This design comes from an exercise in tuning for small area, a short achievable clock period and few clock cycles on the open sky130 flow, not from production work.
RTL that was checked went through simulation tests only; none was proved equivalent to the original.
Power is estimated from default activity; no workload was simulated.

==> inputs of v23 <==
// projectCPU2020
module projectCPU2020(
  clk,
  rst,
  wrEn,
  data_fromRAM,
  addr_toRAM,
  data_toRAM,
  PC,
  W
);
==> module projectCPU2020, before the edit <==
module projectCPU2020(
  clk,
  rst,
  wrEn,
  data_fromRAM,
  addr_toRAM,
  data_toRAM,
  PC,
  W
);
input clk, rst;
input wire [15:0] data_fromRAM;
output wire [15:0] data_toRAM;
output wire wrEn;
output wire [12:0] addr_toRAM;
output reg [12:0] PC;
output reg [15:0] W;
wire [15:0] D = data_fromRAM;
reg        dec, ind;
reg        pend;                   
reg        skp;                    
reg  [2:0] inst;                   
wire       xAdd = pend & (inst == 3'd0);
wire       xNor = pend & (inst == 3'd1);
wire       xShf = pend & (inst == 3'd2);
wire       xGt  = pend & (inst == 3'd3);
wire       xSz  = pend & (inst == 3'd4);
wire       xLd  = pend & (inst == 3'd5);
wire       xJmp = pend & (inst == 3'd7);
wire       isSt = (inst == 3'd6);
wire       aZero = (D[12:0] == 13'd0);
wire       dZero = (D == 16'd0);
wire       opSt  = (D[15:13] == 3'd6);
reg  [12:0] pc1;
integer k;
always @(*)
  for (k = 0; k < 13; k = k + 1)
    pc1[k] = PC[k] ^ ((PC & ((13'd1 << k) - 13'd1)) == ((13'd1 << k) - 13'd1));
wire        useD = dec | ind | xJmp;
cpu_bus u_bus(
  .d(D), .dec(dec), .useD(useD), .indSt(ind & isSt), .p(pc1),
  .addr(addr_toRAM), .wrEn(wrEn));
assign data_toRAM = W;
wire        hi   = |D[15:6];
wire        left = hi | D[4];           
wire        rot  = hi | D[5];           
wire [3:0]  s    = D[3:0];
wire [3:0]  t    = {s[3] ^ (left & (s[0] | s[1] | s[2])),
                    s[2] ^ (left & (s[0] | s[1])),
                    s[1] ^ (left & s[0]),
                    s[0]};
wire [15:0] r0   = t[0] ? {W[0],     W[15:1]}  : W;
wire [15:0] r1   = t[1] ? {r0[1:0],  r0[15:2]} : r0;
wire [15:0] r2   = t[2] ? {r1[3:0],  r1[15:4]} : r1;
wire [15:0] rr   = t[3] ? {r2[7:0],  r2[15:8]} : r2;
wire [15:0] msk  = rot  ? 16'hFFFF :
                   left ? (16'hFFFF << s) : (16'hFFFF >> s);
wire [15:0] sh   = rr & msk;
wire [16:0] sum  = {1'b0, W ^ {16{xGt}}} + {1'b0, D} + {16'd0, xGt};
wire        gt   = ~sum[16];            
wire        sAdd  = pend & xAdd;
wire        sNor  = pend & xNor;
wire        sShf  = pend & xShf;
wire        sGt   = pend & xGt;
wire        sLd   = pend & xLd;
wire        sKeep = ~(sAdd | sNor | sShf | sGt | sLd);
wire [15:0] res   = ({16{sAdd}}  & sum[15:0]) |
                    ({16{sNor}}  & ~(W | D)) |
                    ({16{sShf}}  & sh) |
                    ({16{sGt}}   & {15'd0, gt}) |
                    ({16{sLd}}   & D) |
                    ({16{sKeep}} & W);
wire goInd = dec & aZero;
wire tk    = pend & xSz & dZero;      
always @(posedge clk) begin
  if (rst) begin
    dec  <= 1'b0;
    ind  <= 1'b0;
    skp  <= 1'b0;
    pend <= 1'b0;
    PC   <= 13'h1FFF;    
    W    <= 16'd0;
  end else begin
    dec  <= ~dec & ~ind & ~tk;
    ind  <= goInd;
    skp  <= tk;
    if (dec)
      inst <= D[15:13];
    pend <= (dec & ~aZero & ~opSt) | (ind & ~isSt);
    if (~dec & ~ind)
      PC <= addr_toRAM;    
    W <= res;
  end
end
endmodule
==> module cpu_bus, before the edit <==
module cpu_bus(d, dec, useD, indSt, p, addr, wrEn);
input  [15:0] d;
input  [12:0] p;
input         dec, useD, indSt;
output [12:0] addr;
output        wrEn;
wire   aZero = (d[12:0] == 13'd0);
assign addr = useD ? {d[12:2], d[1] | (dec & aZero), d[0]} : p;
assign wrEn = (dec & (d[15:13] == 3'd6) & ~aZero) | indSt;
endmodule
clock: 5.5 ns
lec_check: 0
abc_area: 1
cap_margin: 20
core_margin: 2
core_utilization: 40
place_density: 0.6
setup_slack_margin: 2.6
slew_margin: 20
synth_hierarchical: 1
synth_minimum_keep_size: 0
tns_end_percent: 0
standard.sh (not shown) runs the stock make flow with config.mk's settings and CLKGATE_MAP_FILE= SYNTH_SCRIPT=/design/flow/synth_recipe.tcl, a recipe that flattens the netlist after the stock synthesis.
==> flow/flow/run.sh <==
#!/bin/bash
# Standard ORFS layout; port buffers use buf_1 instead of the default pick.
set -euo pipefail
bash standard.sh "BUFFER_PORTS_ARGS=-buffer_cell sky130_fd_sc_hd__buf_1" finish > orfs_make.log 2>&1
==> v17 (differences from v23) <==
--- a/flow/design.v
+++ b/flow/design.v
@@ -38,9 +38,8 @@
   for (k = 0; k < 13; k = k + 1)
     pc1[k] = PC[k] ^ ((PC & ((13'd1 << k) - 13'd1)) == ((13'd1 << k) - 13'd1));
 wire        useD = dec | ind | xJmp;
-cpu_bus u_bus(
-  .d(D), .dec(dec), .useD(useD), .indSt(ind & isSt), .p(pc1),
-  .addr(addr_toRAM), .wrEn(wrEn));
+assign addr_toRAM = useD ? {D[12:2], D[1] | (dec & aZero), D[0]} : pc1;
+assign wrEn       = (dec & opSt & ~aZero) | (ind & isSt);
 assign data_toRAM = W;
 wire        hi   = |D[15:6];
 wire        left = hi | D[4];           
@@ -89,18 +88,8 @@
       inst <= D[15:13];
     pend <= (dec & ~aZero & ~opSt) | (ind & ~isSt);
     if (~dec & ~ind)
-      PC <= addr_toRAM;    
+      PC <= xJmp ? D[12:0] : pc1;    
     W <= res;
   end
 end
 endmodule
-module cpu_bus(d, dec, useD, indSt, p, addr, wrEn);
-input  [15:0] d;
-input  [12:0] p;
-input         dec, useD, indSt;
-output [12:0] addr;
-output        wrEn;
-wire   aZero = (d[12:0] == 13'd0);
-assign addr = useD ? {d[12:2], d[1] | (dec & aZero), d[0]} : p;
-assign wrEn = (dec & (d[15:13] == 3'd6) & ~aZero) | indSt;
-endmodule
CAP_MARGIN = 0   (was 20)
SLEW_MARGIN = 0   (was 20)
SYNTH_HIERARCHICAL = not set   (was 1)
SYNTH_MINIMUM_KEEP_SIZE = not set   (was 0)
==> comparison <==
Of v23 and v17, v17 has the higher sequential power (gap about 2%, measured against v17).
Between v23 and v17, the lower synthesized area is in v17 (gap about 7%, measured against v17).
In v23 the combinational power is larger than in v17, by about 2%.
Die area: v23 is higher than v17 (6.8%).
Against v23, the routed wire length of v17 is larger by 1.9%.
Global-route usage: v23 is lower than v17 (1.7 points).
Testbench counts of v17, summed over its fixed seeds: cycles 64,920.
Only the layout flow was run in v23; the RTL was not checked for function there.

* * *

==> job 6886: inputs <==
==> flow/design.v <==
`timescale 1ns / 1ps
module projectCPU2020(
  clk,
  rst,
  wrEn,
  data_fromRAM,
  addr_toRAM,
  data_toRAM,
  PC,
  W
);
input clk, rst;
input wire [15:0] data_fromRAM;
output reg [15:0] data_toRAM;
output reg wrEn;
output reg [12:0] addr_toRAM;
output reg [12:0] PC;
output reg [15:0] W;
localparam S_F = 2'd0;    
localparam S_D = 2'd1;    
localparam S_I = 2'd2;    
reg [1:0] state, stateNext;
reg [2:0] inst, instNext;
reg       pend, pendNext;      
reg [12:0] ind, indNext;       
reg       indV, indVNext;
reg [12:0] PCNext;
reg [15:0] WNext;
reg [12:0] ea;
reg [15:0] sh;
always @(posedge clk) begin
  state <= stateNext;
  inst  <= instNext;
  pend  <= pendNext;
  ind   <= indNext;
  indV  <= indVNext;
  PC    <= PCNext;
  W     <= WNext;
end
always @(*) begin
  case (data_fromRAM[15:4] == 12'd0 ? 2'd0 :
        data_fromRAM[15:4] == 12'd1 ? 2'd1 :
        data_fromRAM[15:4] == 12'd2 ? 2'd2 : 2'd3)
    2'd0: sh = W >> data_fromRAM[3:0];
    2'd1: sh = W << data_fromRAM[3:0];
    2'd2: sh = ({W, W} >> data_fromRAM[3:0]);
    default: sh = ({W, W} << data_fromRAM[3:0]) >> 16;
  endcase
end
always @(*) begin
  stateNext  = state;
  instNext   = inst;
  pendNext   = pend;
  indNext    = ind;
  indVNext   = indV;
  PCNext     = PC;
  WNext      = W;
  wrEn       = 1'b0;
  addr_toRAM = PC;
  data_toRAM = W;
  ea         = data_fromRAM[12:0];
  if (rst) begin
    stateNext = S_F;
    instNext  = 3'd0;
    pendNext  = 1'b0;
    indVNext  = 1'b0;
    PCNext    = 13'd0;
    WNext     = 16'd0;
  end else begin
    case (state)
      S_F: begin
        if (pend) begin
          case (inst)
            3'd0: WNext = W + data_fromRAM;
            3'd1: WNext = ~(W | data_fromRAM);
            3'd2: WNext = sh;
            3'd3: WNext = (W > data_fromRAM) ? 16'd1 : 16'd0;
            3'd5: WNext = data_fromRAM;
            default: WNext = W;
          endcase
          if (inst == 3'd7)
            PCNext = data_fromRAM[12:0];
          else if (inst == 3'd4 && data_fromRAM == 16'd0)
            PCNext = PC + 13'd2;
          else
            PCNext = PC + 13'd1;
        end
        addr_toRAM = PCNext;
        pendNext   = 1'b0;
        stateNext  = S_D;
      end
      default: begin  
        if (state == S_D) begin
          instNext = data_fromRAM[15:13];
          ea = (data_fromRAM[12:0] == 13'd0) ? ind : data_fromRAM[12:0];
        end else begin
          ea = data_fromRAM[12:0];
          indNext  = data_fromRAM[12:0];
          indVNext = 1'b1;
        end
        addr_toRAM = ea;
        if (state == S_D && data_fromRAM[12:0] == 13'd0 && !indV) begin
          addr_toRAM = 13'd2;
          stateNext  = S_I;
        end else if (instNext == 3'd6) begin
          wrEn      = 1'b1;
          PCNext    = PC + 13'd1;
          stateNext = S_F;
          if (ea == 13'd2) begin
            indNext  = W[12:0];
            indVNext = 1'b1;
          end
        end else begin
          pendNext  = 1'b1;
          stateNext = S_F;
        end
      end
    endcase
  end
end
endmodule
==> flow/run.sh <==
#!/bin/bash
# synth_recipe.tcl (not shown) runs the flow's synth.tcl, then flattens the netlist and writes it again
# the make line also repeats each setting of config.mk as NAME=value (left out here)
make -C /OpenROAD-flow-scripts/flow DESIGN_CONFIG=/design/flow/config.mk WORK_HOME=/design/flow/orfs CLKGATE_MAP_FILE= SYNTH_SCRIPT=/design/flow/synth_recipe.tcl finish
==> flow/config.mk <==
export PLATFORM = sky130hd
export DESIGN_NAME = projectCPU2020
export DESIGN_NICKNAME = projectCPU2020
export VERILOG_FILES = /design/flow/design.v
export SDC_FILE = /design/flow/constraint.sdc
export NUM_CORES = 4
export LEC_CHECK = 0
export CAP_MARGIN = 20
export CORE_MARGIN = 2
export CORE_UTILIZATION = 40
export PLACE_DENSITY = 0.6
export SLEW_MARGIN = 20
==> flow/constraint.sdc <==
create_clock -name core_clock -period 5.5 [get_ports {clk}]
set_input_delay 1.1000 -clock core_clock [delete_from_list [all_inputs] [get_ports {clk}]]
set_output_delay 1.1000 -clock core_clock [all_outputs]
set_load 0.01 [all_outputs]
==> inputs of job 7746, as changes to job 6886 <==
==> flow/design.v, changed modules only <==
module projectCPU2020(
  clk,
  rst,
  wrEn,
  data_fromRAM,
  addr_toRAM,
  data_toRAM,
  PC,
  W
);
input clk, rst;
input wire [15:0] data_fromRAM;
output wire [15:0] data_toRAM;
output wire wrEn;
output wire [12:0] addr_toRAM;
output reg [12:0] PC;
output reg [15:0] W;
wire [15:0] D = data_fromRAM;
reg        dec, ind;
reg        pend;                   
reg        skp;                    
reg        isSt;                   
reg        xAdd, xNor, xShf, xGt, xLd, xSz, xJmp;   
wire       aZero = (D[12:0] == 13'd0);
wire       dZero = (D == 16'd0);
wire       opSt  = (D[15:13] == 3'd6);
reg  [12:0] pc1;
integer k;
always @(*)
  for (k = 0; k < 13; k = k + 1)
    pc1[k] = PC[k] ^ ((PC & ((13'd1 << k) - 13'd1)) == ((13'd1 << k) - 13'd1));
wire [12:0] nxt = (pend | skp) ? pc1 : PC;
wire        useD = dec | ind | xJmp;
assign addr_toRAM = useD ? {D[12:2], D[1] | (dec & aZero), D[0]} : nxt;
assign wrEn       = (dec & opSt & ~aZero) | (ind & isSt);
assign data_toRAM = W;
wire        hi   = |D[15:6];
wire        left = hi | D[4];           
wire        rot  = hi | D[5];           
wire [3:0]  s    = D[3:0];
wire [3:0]  t    = {s[3] ^ (left & (s[0] | s[1] | s[2])),
                    s[2] ^ (left & (s[0] | s[1])),
                    s[1] ^ (left & s[0]),
                    s[0]};
wire [15:0] r0   = t[0] ? {W[0],     W[15:1]}  : W;
wire [15:0] r1   = t[1] ? {r0[1:0],  r0[15:2]} : r0;
wire [15:0] r2   = t[2] ? {r1[3:0],  r1[15:4]} : r1;
wire [15:0] rr   = t[3] ? {r2[7:0],  r2[15:8]} : r2;
wire [15:0] msk  = rot  ? 16'hFFFF :
                   left ? (16'hFFFF << s) : (16'hFFFF >> s);
wire [15:0] sh   = rr & msk;
wire [16:0] sum  = {1'b0, W ^ {16{xGt}}} + {1'b0, D} + {16'd0, xGt};
wire        gt   = ~sum[16];            
wire        sAdd  = pend & xAdd;
wire        sNor  = pend & xNor;
wire        sShf  = pend & xShf;
wire        sGt   = pend & xGt;
wire        sLd   = pend & xLd;
wire        sKeep = ~(sAdd | sNor | sShf | sGt | sLd);
wire [15:0] res   = ({16{sAdd}}  & sum[15:0]) |
                    ({16{sNor}}  & ~(W | D)) |
                    ({16{sShf}}  & sh) |
                    ({16{sGt}}   & {15'd0, gt}) |
                    ({16{sLd}}   & D) |
                    ({16{sKeep}} & W);
wire goInd = dec & aZero;
wire tk    = pend & xSz & dZero;      
wire st    = (dec & opSt & ~aZero) | (ind & isSt);
always @(posedge clk) begin
  if (rst) begin
    dec  <= 1'b0;
    ind  <= 1'b0;
    skp  <= 1'b0;
    pend <= 1'b0;
    isSt <= 1'b0;
    {xAdd, xNor, xShf, xGt, xLd, xSz, xJmp} <= 7'd0;
    PC   <= 13'd0;
    W    <= 16'd0;
  end else begin
    dec  <= ~dec & ~ind & ~tk;
    ind  <= goInd;
    skp  <= tk;
    if (dec) begin
      isSt <= opSt;
      {xAdd, xNor, xShf, xGt, xLd, xSz, xJmp} <=
        opSt ? 7'd0 :
        {D[15:13] == 3'd0, D[15:13] == 3'd1, D[15:13] == 3'd2, D[15:13] == 3'd3,
         D[15:13] == 3'd5, D[15:13] == 3'd4, D[15:13] == 3'd7};
      pend <= ~aZero & ~opSt;
    end else if (ind) begin
      {xAdd, xNor, xShf, xGt, xLd, xSz, xJmp} <=
        {xAdd, xNor, xShf, xGt, xLd, xSz, xJmp};
      pend <= ~isSt;
    end else begin
      {xAdd, xNor, xShf, xGt, xLd, xSz, xJmp} <= 7'd0;
      pend <= 1'b0;
    end
    if (st)
      PC <= pc1;
    else if (~dec & ~ind)
      PC <= addr_toRAM;    
    W <= res;
  end
end
endmodule
==> flow/flow/run.sh (new file) <==
#!/bin/bash
# Standard ORFS layout; port buffers use buf_1 instead of the default pick.
set -euo pipefail
bash standard.sh "BUFFER_PORTS_ARGS=-buffer_cell sky130_fd_sc_hd__buf_1" finish > orfs_make.log 2>&1
==> flow/standard.sh (new file) <==
#!/bin/bash
# synth_recipe.tcl (not shown) runs the flow's synth.tcl, then flattens the netlist and writes it again
# the make line also repeats each setting of config.mk as NAME=value (left out here)
make -C /OpenROAD-flow-scripts/flow DESIGN_CONFIG=/design/flow/config.mk WORK_HOME=/design/flow/orfs CLKGATE_MAP_FILE= SYNTH_SCRIPT=/design/flow/synth_recipe.tcl "${@:-finish}"
Settings changed: ABC_AREA set to 1, SETUP_SLACK_MARGIN set to 2.6, TNS_END_PERCENT set to 0.
removed: flow/run.sh
==> run notes <==
Run status: job 7746 complete, no violations; job 6886 complete, no violations
Final worst hold slack: job 7746 475 ps; job 6886 557 ps
Starting density of the core: job 7746 41.2%; job 6886 40.4%
Core Footprint: job 7746 11500 sq um; job 6886 18600 sq um
Placer Congestion: job 7746 0.986; job 6886 0.988
Standard-cell row count: job 7746 39; job 6886 50
Number of non-clock buffers: job 7746 111; job 6886 116
Multi-input logic area: job 7746 3400 sq um; job 6886 5600 sq um
Worst slack after detailed placement: job 7746 1500 ps; job 6886 251 ps
Routing usage on met2: job 7746 43.1%; job 6886 44.9%
Share of power burned in the clock network: job 7746 33.8%; job 6886 28.4%
Number of combinational gates with multiple inputs: job 7746 596; job 6886 822
Routed wire length: job 7746 17600 um; job 6886 29800 um
Cells on worst reg2reg path: job 7746 14; job 6886 9
Arrival time of the worst setup path: job 7746 2080 ps; job 6886 4150 ps
Fillers: job 7746 1183; job 6886 1897
Synthesized net count: job 7746 814; job 6886 1102
End of the worst register-to-register path: job 7746 W[15]; job 6886 W[15]
Detail-routed via count per cell: job 7746 5.74; job 6886 6.60
Top power consumer group: job 7746 clock; job 6886 combinational cells
Slowest cell delay on critical path: job 7746 240 ps; job 6886 530 ps
Shortest period the worst path allows: job 7746 3180 ps; job 6886 5250 ps
R2R setup slack: job 7746 2810 ps; job 6886 1960 ps
Timing endpoint of the critical path: job 7746 addr_toRAM[1]; job 6886 addr_toRAM[12]
Fmax achieved: job 7746 0.314 GHz; job 6886 0.190 GHz
Leak: job 7746 2.54 nW; job 6886 3.16 nW
Testbench counts of job 6886, summed over its fixed seeds: cycles 62,260.
No functional check of the RTL was part of job 7746.

==> static timing again, ports no longer ideal <==
Ports are ideal in the flow. The routed layouts listed here were re-timed in OpenROAD.
Step 1 assumes that a clkbuf_16 drives the clock port and a buf_2 every other input.
Step 2 times the ports against the registers' clock, not the clock port: input delays grow and output delays shrink by t, the midpoint of the rising clock arrivals with the driver on.
Three values: ideal ports, drivers, drivers and shift; two values: the first two.
run | t (ns) | slack for setup (ns) | worst setup path at the end
v23 | 0.332 | 2.395 / 2.375 / 2.246 | input to register
v17 | 0.352 | 2.291 / 2.267 / 2.050 | input to register
job 6886 | 0.353 | 0.247 / 0.222 / 0.222 | input to output
job 7746 | 0.332 | 2.320 / 2.273 / 2.114 | input to register
After both steps setup and hold are still met in every run listed. For v17, which loses most, drivers alone change the setup slack by -0.024 ns; drivers and shift together by -0.241 ns.
